Source: an optimization exercise on an open RTL-to-GDS flow (aim: small area). Production flows keep margins and buffers that such runs may drop.
Only simulation tests tie the RTL to the original design; equivalence was not proved.
The flow treats the clock pin as an ideal source, which a real chip does not have.
Power is estimated from default activity; no workload was simulated.

===== design/flow/constraint.sdc =====
create_clock -name core_clock -period 10.0 [get_ports {clk}]
set_input_delay 2.0000 -clock core_clock [delete_from_list [all_inputs] [get_ports {clk}]]
set_output_delay 2.0000 -clock core_clock [all_outputs]
set_load 0.01 [all_outputs]

===== design/flow/flow/abc1_dch_amap.abc =====
strash
dch -f
amap
topo

===== design/flow/flow/abc2_dch_amapm.abc =====
strash
dch -f
amap -m
topo

===== design/flow/flow/run.sh =====
#!/bin/bash
# Layout flow: the standard flow (standard.sh) with these changes:
#  - synthesis is ORFS's, except that Yosys's synth runs with -noabc (no
#    quick generic abc pass before the adder extraction), and ORFS's one
#    abc call is replaced by flow/abc_portfolio.tcl, which maps the logic
#    for area with each flow/abc*.abc script (dch + amap and variants) and
#    keeps the smallest netlist; the registers are mapped before any abc
#    call and are those of the standard synthesis;
#  - the port buffers are the smallest buffer, buf_1;
#  - the clock tree is built of clkbuf_4, and flow/post_cts.tcl upsizes
#    to clkbuf_8 the buffers whose clock pins would see too high a slew.
# The make output goes to flow.log here; ORFS's own logs are under orfs/logs.
set -euo pipefail
W=$(pwd)
F=$W/flow
export PF_ABC_DIR=$F
python3 - "$FLOW_HOME/scripts/synth.tcl" "$W/synth_area.tcl" "$F/abc_portfolio.tcl" <<'PY'
import sys
src, dst, pf = sys.argv[1:]
s = open(src).read()
old = "  log_cmd abc {*}$abc_args\n"
assert s.count(old) == 1, "abc call not found in synth.tcl"
open(dst, "w").write(s.replace(old, "  source " + pf + "\n"))
PY
sed "s|source \$::env(SCRIPTS_DIR)/synth.tcl|source $W/synth_area.tcl|" \
	"$W/synth_recipe.tcl" > "$W/synth_recipe_area.tcl"
grep -q 'synth_area.tcl' "$W/synth_recipe_area.tcl"
bash "$W/standard.sh" "SYNTH_SCRIPT=$W/synth_recipe_area.tcl" "SYNTH_ARGS=-noabc" \
	"BUFFER_PORTS_ARGS=-buffer_cell sky130_fd_sc_hd__buf_1" \
	"CTS_ARGS=-sink_clustering_enable -repair_clock_nets -dont_use_dummy_load -buf_list sky130_fd_sc_hd__clkbuf_4 -root_buf sky130_fd_sc_hd__clkbuf_4" \
	"POST_CTS_TCL=$F/post_cts.tcl" finish > "$W/flow.log" 2>&1

===== design/flow/standard.sh =====
#!/bin/bash
# synth_recipe.tcl (not shown) runs the flow's synth.tcl, then flattens the netlist and writes it again
# the make line also repeats each setting of config.mk as NAME=value (left out here)
make -C /OpenROAD-flow-scripts/flow DESIGN_CONFIG=/design/flow/config.mk WORK_HOME=/design/flow/orfs CLKGATE_MAP_FILE= SYNTH_SCRIPT=/design/flow/synth_recipe.tcl "${@:-finish}"

===== design/flow/flow/abc5_nf.abc =====
&get -n
&st
&dch -f
&nf -R 1000
&put
topo

===== design/flow/config.mk =====
export PLATFORM = sky130hd
export DESIGN_NAME = pong
export DESIGN_NICKNAME = pong
export VERILOG_FILES = /design/flow/design.v
export SDC_FILE = /design/flow/constraint.sdc
export NUM_CORES = 4
export LEC_CHECK = 0
export CAP_MARGIN = 20
export CORE_MARGIN = 2
export CORE_UTILIZATION = 70
export GPL_TIMING_DRIVEN = 0
export PLACE_DENSITY = 0.8
export SLEW_MARGIN = 20

===== design/flow/flow/abc3_compress_amap.abc =====
strash
balance -l
resub -K 6 -l
rewrite -l
resub -K 6 -N 2 -l
refactor -l
resub -K 8 -l
balance -l
resub -K 8 -N 2 -l
rewrite -l
resub -K 10 -l
rewrite -z -l
resub -K 10 -N 2 -l
balance -l
resub -K 12 -l
refactor -z -l
resub -K 12 -N 2 -l
rewrite -z -l
balance -l
balance -l
resub -K 6 -l
rewrite -l
resub -K 6 -N 2 -l
refactor -l
resub -K 8 -l
balance -l
resub -K 8 -N 2 -l
rewrite -l
resub -K 10 -l
rewrite -z -l
resub -K 10 -N 2 -l
balance -l
resub -K 12 -l
refactor -z -l
resub -K 12 -N 2 -l
rewrite -z -l
balance -l
dch -f
amap
topo

===== design/flow/flow/post_cts.tcl =====
estimate_parasitics -placement
set resized 0
foreach inst [get_cells *] {
  if { ![string match "*clkbuf_4" [get_property $inst ref_name]] } { continue }
  set out [get_pins -of_objects $inst -filter "direction==output"]
  set worst 0.0
  foreach p [get_pins -of_objects [get_nets -of_objects $out] -filter "direction==input"] {
    set s [get_property $p slew_max]
    if { $s > $worst } { set worst $s }
  }
  if { $worst > 0.110 } {
    replace_cell $inst sky130_fd_sc_hd__clkbuf_8
    incr resized
    puts "post_cts: [get_full_name $inst] worst sink slew $worst ns, now clkbuf_8"
  }
}
puts "post_cts: resized $resized clock buffers"
if { $resized > 0 } {
  detailed_placement
  check_placement -verbose
  estimate_parasitics -placement
}

===== design/flow/flow/abc_portfolio.tcl =====
# Replaces ORFS's single abc call in synthesis: maps the logic with each
# flow/abc*.abc script and keeps the netlist with the smallest area. Only
# combinational logic is mapped; the registers are already mapped and are
# not touched.
design -save pf_pre_abc
set pf_best_area -1
foreach pf_script [lsort [glob $::env(PF_ABC_DIR)/abc*.abc]] {
  design -load pf_pre_abc
  log_cmd abc -script $pf_script {*}[lrange $abc_args 2 end]
  set pf_stat [tee -q -s result.string stat {*}$lib_args]
  if { ![regexp {Chip area for module [^:]*: *([0-9.eE+-]+)} $pf_stat -> pf_area] } {
    error "ABC portfolio: no area in stat output"
  }
  puts "ABC portfolio: [file tail $pf_script] area $pf_area"
  if { $pf_best_area < 0 || $pf_area < $pf_best_area } {
    set pf_best_area $pf_area
    set pf_best_script $pf_script
    design -save pf_best
  }
}
design -load pf_best
puts "ABC portfolio: using [file tail $pf_best_script] area $pf_best_area"

===== design/flow/design.v =====
module pong(clk, row, column, left, right, pause, reset, barra, bola);
	input clk;
	input [9:0] row, column;
	input right, left, pause, reset;
	output reg barra;
	output reg bola;
	reg [7:0] lf;
	wire lz = ~|lf[6:0];
	wire tick = lz & ~lf[7];
	wire fb = lf[7] ^ lf[5] ^ lf[4] ^ lf[3] ^ lz;
	reg [9:0] yc;
	reg [8:0] x1c;
	reg [9:1] y1h;
	reg srv, dxn, dyn;
	wire [9:0] y1c = {y1h, srv | ~x1c[0]};
	function [10:0] add10(input [9:0] a, input [9:0] b);
		integer i;
		reg c;
		begin
			c = 1'b0;
			for (i = 0; i < 10; i = i + 1) begin
				add10[i] = a[i] ^ b[i] ^ c;
				c = (a[i] & b[i]) | (a[i] & c) | (b[i] & c);
			end
			add10[10] = c;
		end
	endfunction
	function [9:0] add9(input [8:0] a, input [8:0] b);
		integer i;
		reg c;
		begin
			c = 1'b0;
			for (i = 0; i < 9; i = i + 1) begin
				add9[i] = a[i] ^ b[i] ^ c;
				c = (a[i] & b[i]) | (a[i] & c) | (b[i] & c);
			end
			add9[9] = c;
		end
	endfunction
	function [9:0] step10(input [9:0] v, input d, input e);
		integer i;
		reg c;
		begin
			c = e;
			for (i = 0; i < 10; i = i + 1) begin
				step10[i] = v[i] ^ c;
				c = c & (v[i] ^ d);
			end
		end
	endfunction
	wire [10:0] spc = add10(column, yc);
	wire [9:0] sbr = add9(row[8:0], x1c);
	wire [10:0] sbc = add10(column, y1c);
	wire prow = (row[9:3] == 7'd55) | (row == 10'd448);
	wire pcol = spc[10] & (spc[9:7] == 3'd0) &
		(~spc[6] | (spc[5:3] == 3'd0 & ~(spc[2] & (spc[1] | spc[0]))));
	wire brow = ~row[9] & sbr[9] & (sbr[8:4] == 5'd0) & ~(sbr[3] & (sbr[2] | (sbr[1] & sbr[0])));
	wire bcol = sbc[10] & (sbc[9:4] == 6'd0) & ~(sbc[3] & (sbc[2] | (sbc[1] & sbc[0])));
	always @(posedge clk) begin
		barra <= prow & pcol;
		bola <= brow & bcol;
	end
	wire [10:0] h = add10(~y1c, yc);
	wire fneg = ~h[10] & (h[9:4] == 6'h3f) & (h[3] | h[2]);
	wire fpos = h[10] & (h[9:7] == 3'd0) & (~h[6] | (h[5:3] == 3'd0 & ~(h[2] & (h[1] | h[0]))));
	wire hit = ~x1c[8] & ~x1c[7] & ~x1c[5] & x1c[4] & ~x1c[3] & x1c[2] & ~x1c[1] & ~x1c[0] & (fneg | fpos);
	wire hup = fpos & (h[6] | h[5] | (h[4] & (h[3] | (h[2] & h[1] & h[0]))));
	wire x0 = (x1c == 9'h1ff);
	wire y0 = (y1c == 10'h3ff);
	wire y630 = (y1c == ~10'd630);
	wire out = ~x1c[8] & ~x1c[7] & ~x1c[6] & ~x1c[3] & ~x1c[2];
	reg ndx, ndy;
	always @(*) begin
		ndx = dxn;
		ndy = dyn;
		if (dxn && x0) ndx = 1'b0;
		if (dyn && y0) ndy = 1'b0;
		if (!dyn && y630) ndy = 1'b1;
		if (hit) begin
			ndx = 1'b1;
			ndy = !hup;
		end
	end
	wire ydn = !left;
	wire ymax = ~yc[9] & ~yc[5] & ~yc[4] & ~yc[2] & ~yc[0];
	wire ymove = tick & (ydn ? (yc != 10'h3ff) : (!right && !ymax));
	wire [9:0] ycn = step10(yc, !ydn, ymove);
	wire diag = !srv || hit;
	wire [9:0] x1cn = step10({1'b1, x1c}, !(diag ? ndx : 1'b0), tick);
	wire [9:0] y1cn = step10(y1c, !ndy, tick & diag);
	wire ld = !reset | (tick & out);
	always @(posedge clk) begin
		lf <= reset ? {lf[6:0], fb} : 8'd1;
		yc <= reset ? ycn : ~10'd320;
		x1c <= ld ? ~9'd20 : x1cn[8:0];
		y1h <= ld ? ~9'd160 : y1cn[9:1];
		if (ld) begin
			srv <= 1'b1;
		end else if (tick && diag) begin
			srv <= 1'b0;
			dxn <= ndx;
			dyn <= ndy;
		end
	end
endmodule

===== design/flow/flow/abc4_mfs_amap.abc =====
strash
dch -f
if -K 4 -a
mfs2 -a
strash
dch -f
amap
topo

==> results of run 1 <==
## Yosys cell counts
| cell type | count | share of area (%) |
|---|---|---|
| a211oi_1 | 2 | 0.53 |
| nor2_1 | 44 | 5.9 |
| dfxtp_1 | 39 | 28 |
| nor3_1 | 6 | 1.1 |
| nor4_1 | 6 | 1.3 |
| a21oi_1 | 18 | 3.2 |
| a31oi_1 | 5 | 1.1 |
| o41a_1 | 1 | 0.40 |
| fa_1 | 35 | 25 |
| nand3_1 | 7 | 1.2 |
| o221ai_1 | 14 | 4.3 |
| clkinv_1 | 55 | 7.3 |
| or4b_1 | 1 | 0.35 |
| or2_0 | 4 | 0.89 |
| nor4bb_1 | 1 | 0.35 |
| a21o_1 | 1 | 0.27 |
| o21ai_0 | 14 | 2.5 |
| a41oi_1 | 1 | 0.31 |
| ha_1 | 4 | 1.8 |
| nand2_1 | 11 | 1.5 |
| a221oi_1 | 3 | 0.93 |
| edfxtp_1 | 2 | 2.1 |
| o31a_1 | 1 | 0.31 |
| nand4_1 | 3 | 0.67 |
| nor4b_1 | 1 | 0.31 |
| nand4b_1 | 1 | 0.31 |
| o22ai_1 | 3 | 0.67 |
| a22oi_1 | 12 | 3.2 |
| or4_1 | 4 | 1.1 |
| o211ai_1 | 8 | 2.1 |
| o21a_1 | 1 | 0.27 |
| xnor2_1 | 1 | 0.31 |
| nor2b_1 | 4 | 0.89 |
## layer usage
| layer | vias to the layer above | routed length, um | global-route usage [%] |
|---|---|---|---|
| li1 | 1179 | - | - |
| met5 | - | 0 | 0 |
| met1 | 1151 | 2837 | 42.17 |
| met2 | 90 | 2844 | 49.51 |
| met4 | 0 | 110 | 8.163 |
| met3 | 12 | 393 | 4.667 |
## critical path: cells and delay by family, from the launching register on
family                     cells  cell delay [ns]
and+or+nand+nor                6             1.37
buffers and inverters          6             0.83
DFF                            1             0.44
AOI/OAI and AO/OA             11             2.17
adders and majority gates     10             3.91
## power groups by stage
stage | clock [mW] | combinational (mW) | sequential, mW
floorplan | 0 | 0.0310 | 0.175
global placement | 0 | 0.0451 | 0.176
detailed placement | 0 | 0.0477 | 0.176
global route | 0.0945 | 0.0559 | 0.173
finish | 0.0876 | 0.0475 | 0.173
## logic make-up after synthesis
kind of cell               count (synthesis)  share of synthesized area, %
DFF                                       41                         29.81
xor gates and xnor gates                   1                        0.3106
and+or+nand+nor                           93                         15.79
adders and majority gates                 39                         26.62
buffers and inverters                     55                         7.320
AOI/OAI and AO/OA                         84                         20.14
## metrics by stage
stage	power (mW)	cells	hold WS, ns	instance area [sq um]
global placement	0.2213	388	0.4329	2977
floorplan	0.2059	313	0.4204	2820
global route	0.3236	393	0.4754	3039
detailed placement	0.2240	388	0.4444	2983
finish	0.3077	393	0.4551	3039
## registers in the layout, indices dropped and copies added (netlist names)
| signal | cells |
|---|---|
| dyn | 1 |
| srv | 1 |
| x1c | 9 |
| dxn | 1 |
| lf | 8 |
| y1h | 9 |
| bola | 1 |
| barra | 1 |
| yc | 10 |
## worst min path at each step
stage	startpoint	end	slack [ns]
6_report	lf[3]	lf[4]	0.46
3_3_place_gp	lf[4]	lf[5]	0.43
3_5_place_dp	lf[4]	lf[5]	0.44
2_1_floorplan	lf[3]	lf[4]	0.42
5_1_grt	lf[3]	lf[4]	0.48
## layout make-up
cell class / instances / area (sq um) / area share, %
Multi-Input combinational cell: 217 / 1779 / 58.54
Sequential cell: 41 / 840.8 / 27.67
Inverter: 55 / 206.4 / 6.793
Timing Repair Buffer: 25 / 93.84 / 3.088
Tap cell: 50 / 62.56 / 2.058
Clock buffer: 5 / 56.30 / 1.853
==> impl_metrics.csv, run 1 <==
group,metric,value,unit
synthesis,ys_seq_area_share,29.81,%
critical_path,r2r_slack,1.16,ns
cells_and_area,antenna_cells,0,
critical_path,cp_common_cell,"fa_1",
power_and_ir_drop,pwr-share-clk,28.5,%
sta,max_freq,113.1,MHz
critical_path,endpoint,"y1h[8]",
detailed_routing,wirelength,6.186,mm
cells_and_area,final_nets,409,
placed_design,place_congestion,0.8525,
cts,cts_tree,"yes",
sta,drv_slew,0,
critical_path,r2r_end,"y1h[8]",
synthesis,ys_ff_latch,41,
floorplan,fp-row-count,23,
detailed_routing,vias,2432,
critical_path,cp.required,10.24,ns
sta,hold_viol,0,
synthesis,post_synth.cell_area_avg,9.010,sq um
global_route,grt_pass1_wl,10.16,mm
detailed_routing,drt_iter0_drc,122,
cells_and_area,final_common_cell,"clkinv_1",
global_route,overflow,0,
synthesis,syn_inst,313,
power_and_ir_drop,p_seq_share,56.1,%
critical_path,critPathLaunchType,"register",
sta,worstMarginPinSlew,0.8193,ns
critical_path,critPathSlowestCell,"nor4_1",
detailed_routing,post_drt_wl_per_cell,15.74,um
cells_and_area,fin_util,77.09,%
global_route,grtUsageTotal,30.31,%
run,maxCapViolCount,0,
run_status,status,"no timing/DRC/antenna violations",
sta,period_share,88.43,%
power_and_ir_drop,comb_power_share,15.5,%
power_and_ir_drop,p_sw,83.42,uW
sta,finClkSkew,0.02964,ns
power_and_ir_drop,powerDensity,101.2,nW/um^2
sta,fin_tns_setup,0,ns
power_and_ir_drop,intPower,224.3,uW
power_and_ir_drop,switching_share,27.11,%
critical_path,worstSetupPathType,"reg2reg",
sta,setup_viol,0,
placed_design,place_worst_setup_slack,1.416,ns
cts,clk_latency,0.35,ns
floorplan,chipHeight,67.48,um
critical_path,reg2reg_depth,33,
synthesis,ys_types,33,
floorplan,die_w,67.48,um
placed_design,post-dp-hpwl,5.107,mm
global_route,antenna_found_initial,0,
critical_path,startpoint,"x1c[0]",
synthesis,yosysWarningCount,1,
power_and_ir_drop,ir_drop,0.1328,mV
floorplan,core,3943,sq um
sta,finalCriticalPeriod,8.843,ns
cells_and_area,area_growth,7.764,%
placed_design,numPortBuffers,25,
global_route,grt_pass1_vias,2308,
min_path,hold_depth,2,
sta,max_slew_margin,44.80,%
floorplan,dieArea,4553,sq um
cts,path_clk_slew,0.10,ns
detailed_routing,drtPass1Iterations,5,
sta,rsz0062_at_grt,"no",
cts,cts.sinks,41,
cells_and_area,fillers,292,
critical_path,crit_path_end_kind,"register",
critical_path,cp.arrival,9.08,ns
floorplan,start_util,71.53,%
min_path,hp-class,"reg2reg",
global_route,grt_max_degree,15,
floorplan,ios,27,
critical_path,timing.rr.start,"x1c[0]",
cells_and_area,drive_above_1_share,1.749,%
sta,setup_ws,1.157,ns
critical_path,slowest_delay,0.54,ns
synthesis,synth_area,2820,sq um
cells_and_area,most-common-layout-cells,"clkinv_1, nor2_1, dfxtp_1",
detailed_routing,drc,0,
critical_path,crit_path_max_fanout,7,
detailed_routing,postRouteAntennaNets,0,
synthesis,syn-num-nets,377,
detailed_routing,viasPerCell,6.188,
power_and_ir_drop,leakagePower,1.014,nW
==> inputs of run 2 (changes only) <==
--- a/design/flow/flow/run.sh
+++ b/design/flow/flow/run.sh
@@ -2,8 +2,7 @@
 # Layout flow: the standard flow (standard.sh) with these changes:
-#  - synthesis is ORFS's, except that Yosys's synth runs with -noabc (no
-#    quick generic abc pass before the adder extraction), and ORFS's one
-#    abc call is replaced by flow/abc_portfolio.tcl, which maps the logic
-#    for area with each flow/abc*.abc script (dch + amap and variants) and
-#    keeps the smallest netlist; the registers are mapped before any abc
-#    call and are those of the standard synthesis;
+#  - synthesis is ORFS's, except that its one abc call is replaced by
+#    flow/abc_portfolio.tcl, which maps the logic for area with each
+#    flow/abc*.abc script (dch + amap and variants) and keeps the smallest
+#    netlist; the registers are mapped before abc and are those of the
+#    standard synthesis;
 #  - the port buffers are the smallest buffer, buf_1;
@@ -27,3 +26,3 @@
 grep -q 'synth_area.tcl' "$W/synth_recipe_area.tcl"
-bash "$W/standard.sh" "SYNTH_SCRIPT=$W/synth_recipe_area.tcl" "SYNTH_ARGS=-noabc" \
+bash "$W/standard.sh" "SYNTH_SCRIPT=$W/synth_recipe_area.tcl" \
 	"BUFFER_PORTS_ARGS=-buffer_cell sky130_fd_sc_hd__buf_1" \
removed: design/flow/flow/abc5_nf.abc
==> impl_metrics.csv, run 2 <==
group,metric,value,unit
min_path,hp-start,"lf[3]",
synthesis,syn_inst,319,
power_and_ir_drop,switching_share,28.79,%
floorplan,start_util,72.07,%
placed_design,post-dp-hpwl,4.933,mm
global_route,antenna_found_initial,0,
synthesis,synth_area,2841,sq um
global_route,overflow,0,
placed_design,place_congestion,0.9276,
synthesis,synth.most_common_cell,"clkinv_1",
synthesis,post_synth.cell_area_avg,8.907,sq um
critical_path,slowest_delay,0.51,ns
run_status,status,"no timing/DRC/antenna violations",
critical_path,cp_common_cell,"fa_1",
cells_and_area,fillers,284,
detailed_routing,maxUsedRoutingLayer,"met4",
cells_and_area,antenna_cells,0,
detailed_routing,met3_length,323,um
detailed_routing,viasPerCell,6.058,
global_route,grt_max_degree,15,
sta,hold_viol,0,
detailed_routing,drt_iter0_drc,163,
critical_path,cp.required,10.29,ns
cells_and_area,final_nets,415,
cts,clk_latency,0.35,ns
floorplan,fp-row-count,23,
min_path,hp-class,"reg2reg",
sta,period_share,79.44,%
global_route,grtUsageTotal,30.12,%
min_path,min_to,"lf[4]",
floorplan,core,3943,sq um
synthesis,syn-num-nets,383,
power_and_ir_drop,leakagePower,1.004,nW
power_and_ir_drop,p_seq_share,57.0,%
floorplan,ios,27,
critical_path,worstSetupPathType,"reg2reg",
sta,fin_tns_setup,0,ns
synthesis,yosysWarningCount,1,
synthesis,async_flop_share,0,%
detailed_routing,drtPass1Iterations,4,
cells_and_area,largest_reg_flops,10,
critical_path,r2r_slack,2.06,ns
floorplan,die_w,67.71,um
cells_and_area,drive_above_1_share,1.719,%
sta,worstMarginPinSlew,0.9908,ns
detailed_routing,routedLengthMet1,2.839,mm
floorplan,dieArea,4585,sq um
detailed_routing,wl_met2,2.913,mm
synthesis,ys_top_cells_by_count,"clkinv_1, dfxtp_1, nor2_1, fa_1, o221ai_1",
sta,drv_slew,0,
power_and_ir_drop,comb_power_share,16.4,%
cells_and_area,final_common_cell,"clkinv_1",
sta,finalCriticalPeriod,7.944,ns
critical_path,reg2reg_depth,33,
power_and_ir_drop,ir_drop,0.1075,mV
critical_path,critPathSlowestCell,"fa_1",
critical_path,crit_path_end_kind,"register",
power_and_ir_drop,intPower,216.6,uW
cells_and_area,fin_util,77.34,%
synthesis,ys_types,31,
detailed_routing,drc,0,
placed_design,numPortBuffers,25,
cells_and_area,largest_register,"yc",
sta,rsz0062_at_grt,"no",
detailed_routing,post_drt_wl_per_cell,15.37,um
min_path,hold_depth,2,
global_route,grt_pass1_vias,2230,
cells_and_area,area_growth,7.309,%
detailed_routing,postRouteAntennaNets,0,
critical_path,cp.arrival,8.24,ns
run,maxCapViolCount,0,
synthesis,ys.flop_type,"dfxtp_1",
power_and_ir_drop,p_sw,87.59,uW
detailed_routing,wirelength,6.132,mm
synthesis,ys_ff_latch,41,
sta,max_freq,125.9,MHz
synthesis,ys_seq_area_share,29.59,%
cells_and_area,top_regs,"yc x10, x1c x9, y1h x9",
cts,cts.sinks,41,
floorplan,chipHeight,67.71,um
sta,setup_viol,0,
cts,cts_tree,"yes",
critical_path,critPathLaunchType,"register",
global_route,grt_pass1_wl,10.08,mm
power_and_ir_drop,pwr-share-clk,26.6,%
synthesis,synth_area_leaders,"dfxtp_1, fa_1, clkinv_1",
synthesis,synth_top_area_share,27.48,%
cells_and_area,most-common-layout-cells,"clkinv_1, dfxtp_1, nor2_1",
cts,path_clk_slew,0.11,ns
detailed_routing,vias,2417,
critical_path,timing.rr.start,"x1c[0]",
synthesis,yosys.area.top_type,"dfxtp_1",
power_and_ir_drop,powerDensity,99.77,nW/um^2
critical_path,crit_path_max_fanout,10,
sta,max_slew_margin,33.94,%
synthesis,synth-edff-count,2,
critical_path,r2r_end,"y1h[9]",
sta,finClkSkew,0.02813,ns
-- run 2: changes by cell type in the layout (fill, tap and decap cells not counted), sizes merged, moves of 5 or more --
cell / change
o221ai: +6
nor2: -7
a22oi: -5
clkinv: +16
-- run 2: layout make-up --
cell class / count / area (sq um) / share of cell area (%)
repair buffers: 25 / 93.84 / 3.078
multi-input cells: 207 / 1742 / 57.12
clock buffers: 5 / 43.79 / 1.436
flip-flops and latches: 41 / 840.8 / 27.57
inverters: 71 / 266.5 / 8.740
well taps: 50 / 62.56 / 2.052
-- run 2: layer usage --
layer | GRT usage [%] | vias to the layer above
met4 | 8.163 | 0
li1 | - | 1186
met2 | 50.00 | 76
met3 | 6.000 | 8
met1 | 40.17 | 1147
met5 | 0 | -
-- run 2: cell families (layout without fill, tap and decap cells) --
kind of cell               after synthesis  in the layout  share of synthesized area, %
AOI/OAI and AO/OA                       85             85                         20.83
adders and majority gates               39             39                         26.42
buffers and inverters                   71            101                         9.379
DFF                                     41             41                         29.59
and+or+nand+nor                         83             83                         13.78
-- run 2: critical path, delay by kind of cell (launching register included) --
family / cells / cell delay, ns
adders and majority gates: 10 / 3.62
AOI/OAI and AO/OA: 11 / 2.00
buffers and inverters: 7 / 0.81
and+or+nand+nor: 5 / 1.06
DFF: 1 / 0.37
-- run 2: power by group through the flow --
stage / Combinational [mW] / Sequential [mW] / Clock, mW
global placement: 0.0475 / 0.177 / 0
floorplan: 0.0330 / 0.176 / 0
global route: 0.0588 / 0.174 / 0.0865
detailed placement: 0.0498 / 0.177 / 0
finish: 0.0499 / 0.174 / 0.0808
-- run 2: how the worst max path moves through the flow --
stage,slack (ns),from,to,cells after the start
floorplan,2.85,x1c[0],y1h[9],32
global placement,1.86,x1c[0],y1h[9],32
detailed placement,2.15,x1c[0],y1h[9],33
global route,1.51,x1c[0],y1h[9],33
finish,2.06,x1c[0],y1h[9],33
-- run 2: per-stage QoR --
step | hold slack (ns) | setup slack [ns] | area [sq um] | total power, mW | instances
floorplan | 0.3981 | 2.850 | 2841 | 0.2087 | 319
global placement | 0.4006 | 1.856 | 2998 | 0.2247 | 394
detailed placement | 0.4160 | 2.155 | 3005 | 0.2271 | 394
global route | 0.4406 | 1.514 | 3049 | 0.3197 | 399
finish | 0.4228 | 2.056 | 3049 | 0.3042 | 399
==> inputs of run 3 (changes only) <==
--- a/design/flow/flow/run.sh
+++ b/design/flow/flow/run.sh
@@ -2,7 +2,8 @@
 # Layout flow: the standard flow (standard.sh) with these changes:
-#  - synthesis is ORFS's, except that its one abc call is replaced by
-#    flow/abc_portfolio.tcl, which maps the logic for area with each
-#    flow/abc*.abc script (dch + amap and variants) and keeps the smallest
-#    netlist; the registers are mapped before abc and are those of the
-#    standard synthesis;
+#  - synthesis is ORFS's, except that Yosys's synth runs with -noabc (no
+#    quick generic abc pass before the adder extraction), and ORFS's one
+#    abc call is replaced by flow/abc_portfolio.tcl, which maps the logic
+#    for area with each flow/abc*.abc script (dch + amap and variants) and
+#    keeps the smallest netlist; the registers are mapped before any abc
+#    call and are those of the standard synthesis;
 #  - the port buffers are the smallest buffer, buf_1;
@@ -26,3 +27,3 @@
 grep -q 'synth_area.tcl' "$W/synth_recipe_area.tcl"
-bash "$W/standard.sh" "SYNTH_SCRIPT=$W/synth_recipe_area.tcl" \
+bash "$W/standard.sh" "SYNTH_SCRIPT=$W/synth_recipe_area.tcl" "SYNTH_ARGS=-noabc" \
 	"BUFFER_PORTS_ARGS=-buffer_cell sky130_fd_sc_hd__buf_1" \
==> design/flow/flow/abc10_2xm.abc (new file) <==
strash
dch -f
amap -m
topo
strash
dch -f
amap -m
topo
==> design/flow/flow/abc11_4x.abc (new file) <==
strash
dch -f
amap
topo
strash
dch -f
amap
topo
strash
dch -f
amap
topo
strash
dch -f
amap
topo
==> design/flow/flow/abc12_c2x.abc (new file) <==
strash
balance -l
resub -K 6 -l
rewrite -l
resub -K 6 -N 2 -l
refactor -l
resub -K 8 -l
balance -l
resub -K 8 -N 2 -l
rewrite -l
resub -K 10 -l
rewrite -z -l
resub -K 10 -N 2 -l
balance -l
resub -K 12 -l
refactor -z -l
resub -K 12 -N 2 -l
rewrite -z -l
balance -l
dch -f
amap
topo
strash
dch -f
amap
topo
==> design/flow/flow/abc5_nf.abc (new file) <==
&get -n
&st
&dch -f
&nf -R 1000
&put
topo
==> design/flow/flow/abc6_c3.abc (new file) <==
strash
balance -l
resub -K 6 -l
rewrite -l
resub -K 6 -N 2 -l
refactor -l
resub -K 8 -l
balance -l
resub -K 8 -N 2 -l
rewrite -l
resub -K 10 -l
rewrite -z -l
resub -K 10 -N 2 -l
balance -l
resub -K 12 -l
refactor -z -l
resub -K 12 -N 2 -l
rewrite -z -l
balance -l
balance -l
resub -K 6 -l
rewrite -l
resub -K 6 -N 2 -l
refactor -l
resub -K 8 -l
balance -l
resub -K 8 -N 2 -l
rewrite -l
resub -K 10 -l
rewrite -z -l
resub -K 10 -N 2 -l
balance -l
resub -K 12 -l
refactor -z -l
resub -K 12 -N 2 -l
rewrite -z -l
balance -l
balance -l
resub -K 6 -l
rewrite -l
resub -K 6 -N 2 -l
refactor -l
resub -K 8 -l
balance -l
resub -K 8 -N 2 -l
rewrite -l
resub -K 10 -l
rewrite -z -l
resub -K 10 -N 2 -l
balance -l
resub -K 12 -l
refactor -z -l
resub -K 12 -N 2 -l
rewrite -z -l
balance -l
dch -f
amap
topo
==> design/flow/flow/abc7_cdc.abc (new file) <==
strash
balance -l
resub -K 6 -l
rewrite -l
resub -K 6 -N 2 -l
refactor -l
resub -K 8 -l
balance -l
resub -K 8 -N 2 -l
rewrite -l
resub -K 10 -l
rewrite -z -l
resub -K 10 -N 2 -l
balance -l
resub -K 12 -l
refactor -z -l
resub -K 12 -N 2 -l
rewrite -z -l
balance -l
dc2
balance -l
resub -K 6 -l
rewrite -l
resub -K 6 -N 2 -l
refactor -l
resub -K 8 -l
balance -l
resub -K 8 -N 2 -l
rewrite -l
resub -K 10 -l
rewrite -z -l
resub -K 10 -N 2 -l
balance -l
resub -K 12 -l
refactor -z -l
resub -K 12 -N 2 -l
rewrite -z -l
balance -l
dch -f
amap
topo
==> design/flow/flow/abc8_2x.abc (new file) <==
strash
dch -f
amap
strash
dch -f
amap
topo
==> design/flow/flow/abc9_c2m.abc (new file) <==
strash
balance -l
resub -K 6 -l
rewrite -l
resub -K 6 -N 2 -l
refactor -l
resub -K 8 -l
balance -l
resub -K 8 -N 2 -l
rewrite -l
resub -K 10 -l
rewrite -z -l
resub -K 10 -N 2 -l
balance -l
resub -K 12 -l
refactor -z -l
resub -K 12 -N 2 -l
rewrite -z -l
balance -l
balance -l
resub -K 6 -l
rewrite -l
resub -K 6 -N 2 -l
refactor -l
resub -K 8 -l
balance -l
resub -K 8 -N 2 -l
rewrite -l
resub -K 10 -l
rewrite -z -l
resub -K 10 -N 2 -l
balance -l
resub -K 12 -l
refactor -z -l
resub -K 12 -N 2 -l
rewrite -z -l
balance -l
dch -f
amap -m
topo
==> impl_metrics.csv, run 3 <==
group,metric,value,unit
critical_path,critPathSlowestCell,"fa_1",
detailed_routing,met3_length,563,um
floorplan,core,3744,sq um
cells_and_area,area_growth,7.541,%
power_and_ir_drop,ir_drop,0.1179,mV
cells_and_area,largest_register,"yc",
sta,drv_slew,0,
sta,setup_viol,0,
cells_and_area,final_common_cell,"clkinv_1",
synthesis,synth-edff-count,2,
synthesis,ys_top_cells_by_count,"clkinv_1, nor2_1, dfxtp_1, fa_1, o21ai_0",
critical_path,crit_path_end_kind,"register",
cells_and_area,top_regs,"yc x10, x1c x9, y1h x9",
critical_path,startpoint,"x1c[0]",
placed_design,post-dp-hpwl,5.116,mm
global_route,grt_pass1_wl,10.47,mm
detailed_routing,post_drt_wl_per_cell,16.65,um
global_route,grt_max_degree,14,
synthesis,syn-num-nets,372,
critical_path,r2r_slack,0.81,ns
placed_design,numPortBuffers,25,
detailed_routing,postRouteAntennaNets,0,
sta,max_freq,108.8,MHz
synthesis,async_flop_share,0,%
synthesis,ys_ff_latch,41,
synthesis,syn_inst,308,
placed_design,place_congestion,0.9207,
synthesis,yosysWarningCount,1,
floorplan,ios,27,
synthesis,post_synth.cell_area_avg,9.051,sq um
sta,finClkSkew,0.03832,ns
min_path,hp-class,"reg2reg",
floorplan,start_util,74.47,%
cells_and_area,antenna_cells,0,
floorplan,dieArea,4503,sq um
sta,period_share,91.88,%
sta,rsz0062_at_grt,"no",
detailed_routing,vias,2447,
critical_path,reg2reg_depth,36,
critical_path,timing.rr.start,"x1c[0]",
detailed_routing,routedLengthMet1,2.724,mm
sta,worstMarginPinSlew,0.9570,ns
synthesis,ys.flop_type,"dfxtp_1",
synthesis,synth_area_leaders,"dfxtp_1, fa_1, clkinv_1",
cts,cts_tree,"yes",
critical_path,endpoint,"y1h[9]",
critical_path,slowest_delay,0.52,ns
cells_and_area,final_nets,404,
global_route,antenna_found_initial,0,
detailed_routing,wirelength,6.426,mm
detailed_routing,maxUsedRoutingLayer,"met4",
synthesis,synth_top_area_share,28.01,%
critical_path,cp.arrival,9.40,ns
cells_and_area,drive_above_1_share,1.775,%
global_route,grtUsageTotal,31.71,%
detailed_routing,viasPerCell,6.339,
critical_path,critPathLaunchType,"register",
global_route,grt_pass1_vias,2297,
power_and_ir_drop,leakagePower,0.9777,nW
detailed_routing,drtPass1Iterations,5,
run,maxCapViolCount,0,
sta,fin_tns_setup,0,ns
synthesis,yosys.area.top_type,"dfxtp_1",
sta,finalCriticalPeriod,9.188,ns
synthesis,ys_types,32,
run_status,status,"no timing/DRC/antenna violations",
global_route,overflow,0,
synthesis,synth_area,2788,sq um
cells_and_area,stdcell_count,386,
detailed_routing,wl_met2,3.019,mm
cells_and_area,largest_reg_flops,10,
critical_path,cp.required,10.21,ns
sta,max_slew_margin,35.77,%
sta,hold_viol,0,
cells_and_area,most-common-layout-cells,"clkinv_1, nor2_1, dfxtp_1",
synthesis,synth.most_common_cell,"clkinv_1",
detailed_routing,drt_iter0_drc,206,
floorplan,die_w,67.11,um
critical_path,cp_common_cell,"fa_1",
critical_path,crit_path_max_fanout,10,
critical_path,r2r_end,"y1h[9]",
cts,path_clk_slew,0.08,ns
floorplan,fp-row-count,22,
power_and_ir_drop,powerDensity,101.0,nW/um^2
critical_path,worstSetupPathType,"reg2reg",
placed_design,dp.cells,381,
cts,clk_latency,0.37,ns
detailed_routing,drc,0,
synthesis,ys_seq_area_share,30.16,%
cts,cts.sinks,41,
floorplan,chipHeight,67.11,um
run 3: per-layer routing:
layer | global-route usage, % | vias up
li1 | - | 1168
met1 | 42.67 | 1157
met2 | 52.10 | 111
met3 | 5.912 | 11
met4 | 9.949 | 0
met5 | 0 | -
run 3: worst min-delay path by stage:
stage          endpoint  startpoint  cells after the start  slack [ns]
2_1_floorplan     lf[2]       lf[1]                      2        0.40
3_3_place_gp      lf[3]       lf[2]                      2        0.41
3_5_place_dp      lf[3]       lf[2]                      2        0.42
5_1_grt           lf[4]       lf[3]                      2        0.47
6_report          lf[3]       lf[2]                      2        0.43
run 3: layout make-up:
class | count | area [sq um]
multi-input combinational | 212 | 1747
sequential | 41 | 840.8
fill | 249 | 745.7
inverter | 55 | 206.4
timing repair buffer | 25 | 93.84
tap | 48 | 60.06
clock buffer | 5 | 50.05
run 3: where the power goes:
part	internal, mW	total (mW)	switching, mW
logic	0.0181	0.0457	0.0275
clock network	0.0320	0.0854	0.0534
registers	0.168	0.172	0.00395
total	0.218	0.303	0.0849
run 3: cells by family (layout without fill, tap and decap cells):
| group | after synthesis | count (layout) | synth area share [%] |
|---|---|---|---|
| buffers and inverters | 55 | 85 | 7.406 |
| and+or+nand+nor | 87 | 87 | 14.05 |
| xor gates and xnor gates | 1 | 1 | 0.3142 |
| adders and majority gates | 39 | 39 | 26.93 |
| AOI/OAI and AO/OA | 85 | 85 | 21.14 |
| DFF | 41 | 41 | 30.16 |
run 3: stage by stage:
stage | utilization [%] | cell area [sq um] | power [mW] | worst slack [ns] | hold slack (ns)
3_3_place_gp | 78.58 | 2942 | 0.2181 | 1.016 | 0.4128
5_1_grt | 80.08 | 2998 | 0.3165 | 0.2222 | 0.4714
6_report | 80.08 | 2998 | 0.3028 | 0.8122 | 0.4345
2_1_floorplan | - | 2788 | 0.2029 | 2.087 | 0.3980
3_5_place_dp | 78.58 | 2942 | 0.2207 | 0.7322 | 0.4208
run 3: worst max-delay path: cells and delay by family (launching register included):
family                     cells  cell delay (ns)
buffers and inverters          7             1.02
adders and majority gates     10             3.89
and+or+nand+nor                8             1.69
AOI/OAI and AO/OA             11             2.05
DFF                            1             0.43
==> inputs of run 4 (changes only) <==
--- a/design/flow/design.v
+++ b/design/flow/design.v
@@ -41,8 +41,10 @@
 		integer i;
-		reg c;
+		reg u, w;
 		begin
-			c = e;
+			u = e & ~d;
+			w = e & d;
 			for (i = 0; i < 10; i = i + 1) begin
-				step10[i] = v[i] ^ c;
-				c = c & (v[i] ^ d);
+				step10[i] = v[i] ^ (u | w);
+				u = u & v[i];
+				w = w & ~v[i];
 			end
==> impl_metrics.csv, run 4 <==
group,metric,value,unit
global_route,grt_pass1_wl,9.798,mm
synthesis,ys.flop_type,"dfxtp_1",
critical_path,timing.rr.start,"x1c[0]",
synthesis,syn_inst,317,
critical_path,crit_path_max_fanout,5,
placed_design,post-dp-hpwl,4.839,mm
cells_and_area,fillers,251,
synthesis,ys_top_cells_by_count,"clkinv_1, dfxtp_1, nor2_1, fa_1, a21oi_1",
critical_path,slowest_delay,0.51,ns
synthesis,synth.most_common_cell,"clkinv_1",
cells_and_area,most-common-layout-cells,"clkinv_1, nor2_1, dfxtp_1",
critical_path,crit_path_end_kind,"register",
global_route,antenna_found_initial,0,
critical_path,endpoint,"y1h[9]",
global_route,grtUsageTotal,30.18,%
cells_and_area,design_area,2974,sq um
critical_path,reg2reg_depth,28,
power_and_ir_drop,ir_drop,0.1213,mV
detailed_routing,drt_iter0_drc,187,
sta,max_freq,135.2,MHz
run,maxCapViolCount,0,
critical_path,critPathSlowestCell,"fa_1",
global_route,grt_max_degree,19,
sta,setup_viol,0,
synthesis,ys_ff_latch,41,
synthesis,synth_area_leaders,"dfxtp_1, fa_1, clkinv_1",
global_route,grt_pass1_vias,2220,
floorplan,core,3744,sq um
cells_and_area,final_common_cell,"clkinv_1",
floorplan,start_util,74.00,%
synthesis,synth_top_area_share,28.18,%
sta,finalCriticalPeriod,7.397,ns
synthesis,yosys.area.top_type,"dfxtp_1",
sta,hold_viol,0,
synthesis,post_synth.cell_area_avg,8.739,sq um
sta,finClkSkew,0.02637,ns
run_status,status,"no timing/DRC/antenna violations",
global_route,overflow,0,
sta,setup_ws,2.603,ns
synthesis,ys_seq_area_share,30.35,%
floorplan,fp-row-count,22,
power_and_ir_drop,leakagePower,0.9612,nW
cells_and_area,largest_register,"yc",
synthesis,syn-num-nets,381,
detailed_routing,post_drt_wl_per_cell,14.84,um
critical_path,worstSetupPathType,"reg2reg",
placed_design,place_area,2924,sq um
sta,worstMarginPinSlew,0.5363,ns
floorplan,die_w,66.91,um
cells_and_area,drive_above_1_share,1.441,%
placed_design,place_worst_setup_slack,2.586,ns
synthesis,yosysWarningCount,1,
sta,fin_tns_setup,0,ns
min_path,hp-class,"reg2reg",
detailed_routing,drc,0,
critical_path,r2r_slack,2.60,ns
critical_path,startpoint,"x1c[0]",
synthesis,synth_area,2770,sq um
cells_and_area,largest_reg_flops,10,
placed_design,place_congestion,0.8988,
detailed_routing,wirelength,5.860,mm
synthesis,async_flop_share,0,%
cts,clk_latency,0.35,ns
floorplan,ios,27,
cells_and_area,fin_util,79.45,%
critical_path,critPathLaunchType,"register",
cts,cts_tree,"yes",
cells_and_area,final_nets,413,
sta,period_share,73.97,%
cts,cts.sinks,41,
detailed_routing,drtPass1Iterations,5,
critical_path,r2r_end,"y1h[9]",
cts,path_clk_slew,0.08,ns
critical_path,cp.arrival,7.61,ns
sta,drv_slew,0,
power_and_ir_drop,powerDensity,104.3,nW/um^2
detailed_routing,postRouteAntennaNets,0,
placed_design,numPortBuffers,25,
cells_and_area,area_growth,7.362,%
cells_and_area,top_regs,"yc x10, x1c x9, y1h x9",
synthesis,synth-edff-count,2,
detailed_routing,vias,2391,
floorplan,chipHeight,66.91,um
floorplan,dieArea,4476,sq um
detailed_routing,viasPerCell,6.053,
sta,rsz0062_at_grt,"no",
sta,max_slew_margin,64.03,%
synthesis,ys_types,34,
critical_path,cp.required,10.21,ns
critical_path,cp_common_cell,"fa_1",
cells_and_area,antenna_cells,0,
sta,fin_hold_ws,0.4166,ns
## run 4: critical path, delay by kind of cell (launching register included)
family,cells,cell delay (ns)
AO/OA/AOI/OAI,4,0.43
flip-flops,1,0.37
adder cells (fa/ha/maj),10,3.85
AND/OR/NAND/NOR,11,2.26
buffers and inverters,3,0.36
## run 4: area by class of cell
class                      instances  area (sq um)  share of cell area (%)
multi-input combinational        232          1764                   59.32
inverter                          44         165.2                   5.553
sequential                        41         840.8                   28.27
clock buffer                       5         50.05                   1.683
tap                               48         60.06                   2.019
timing repair buffer              25         93.84                   3.155
## run 4: power breakdown
group	switching (mW)	internal, mW	leakage (nW)
combinational	0.0308	0.0216	0.598
clock	0.0530	0.0321	0.0282
sequential	0.00444	0.168	0.335
## run 4: worst min path at each step
stage	start	end	slack, ns	cells after the start
global placement	lf[1]	lf[2]	0.40	2
global route	lf[1]	lf[2]	0.43	2
floorplan	lf[1]	lf[2]	0.40	2
detailed placement	lf[1]	lf[2]	0.41	2
finish	lf[1]	lf[2]	0.42	2
## run 4: layer usage
layer | GRT usage [%] | routed length, um | vias up
met4 | 8.673 | 111 | 0
met2 | 47.38 | 2677 | 108
li1 | - | - | 1175
met1 | 42.17 | 2615 | 1093
met5 | 0 | 0 | -
met3 | 6.757 | 456 | 15
## run 4: cells by family (layout without fill, tap and decap cells)
kind of cell | after synthesis | in the layout | share of synthesized area [%]
AND/OR/NAND/NOR | 108 | 108 | 18.38
AO/OA/AOI/OAI | 84 | 84 | 17.89
buffers and inverters | 44 | 74 | 5.962
flip-flops | 41 | 41 | 30.35
adder cells (fa/ha/maj) | 39 | 39 | 27.10
XOR/XNOR | 1 | 1 | 0.3162
## run 4: through the flow
stage               total power [mW]  std cells
detailed placement            0.2284        390
floorplan                     0.2095        317
finish                        0.3103        395
global placement              0.2252        390
global route                  0.3276        395

afterwards: timing with drivers on the ports:
The flow's constraints put no driver on any port. The routed layouts listed below were extracted and timed again, unchanged, in two steps. Step 1, drivers: a clkbuf_16 drives clk and a buf_2 each remaining input, both assumed. Step 2 moves the port delays by t, midway between the first and last clock arrival at a register: inputs arrive t later, outputs are due t later. That takes back most of the time a late clock gives input paths. Slacks: ideal / step 1 / step 2; pairs: ideal / step 1.
run	t, ns	slack for setup (ns)	hold slack, ns	latest minus earliest clock arrival (ns)	slew at the worst register clock pin (ns)
run 1	0.356	1.157 / 1.157 / 1.157	0.455 / 0.455 / 0.455	0.029 / 0.029	0.10 / 0.10
run 2	0.363	2.056 / 2.056 / 2.056	0.423 / 0.423 / 0.423	0.028 / 0.028	0.11 / 0.11
run 3	0.375	0.812 / 0.812 / 0.812	0.435 / 0.435 / 0.435	0.038 / 0.038	0.11 / 0.11
run 4	0.362	2.603 / 2.603 / 2.603	0.417 / 0.417 / 0.417	0.026 / 0.027	0.10 / 0.10
After both steps every run listed still meets setup and hold.
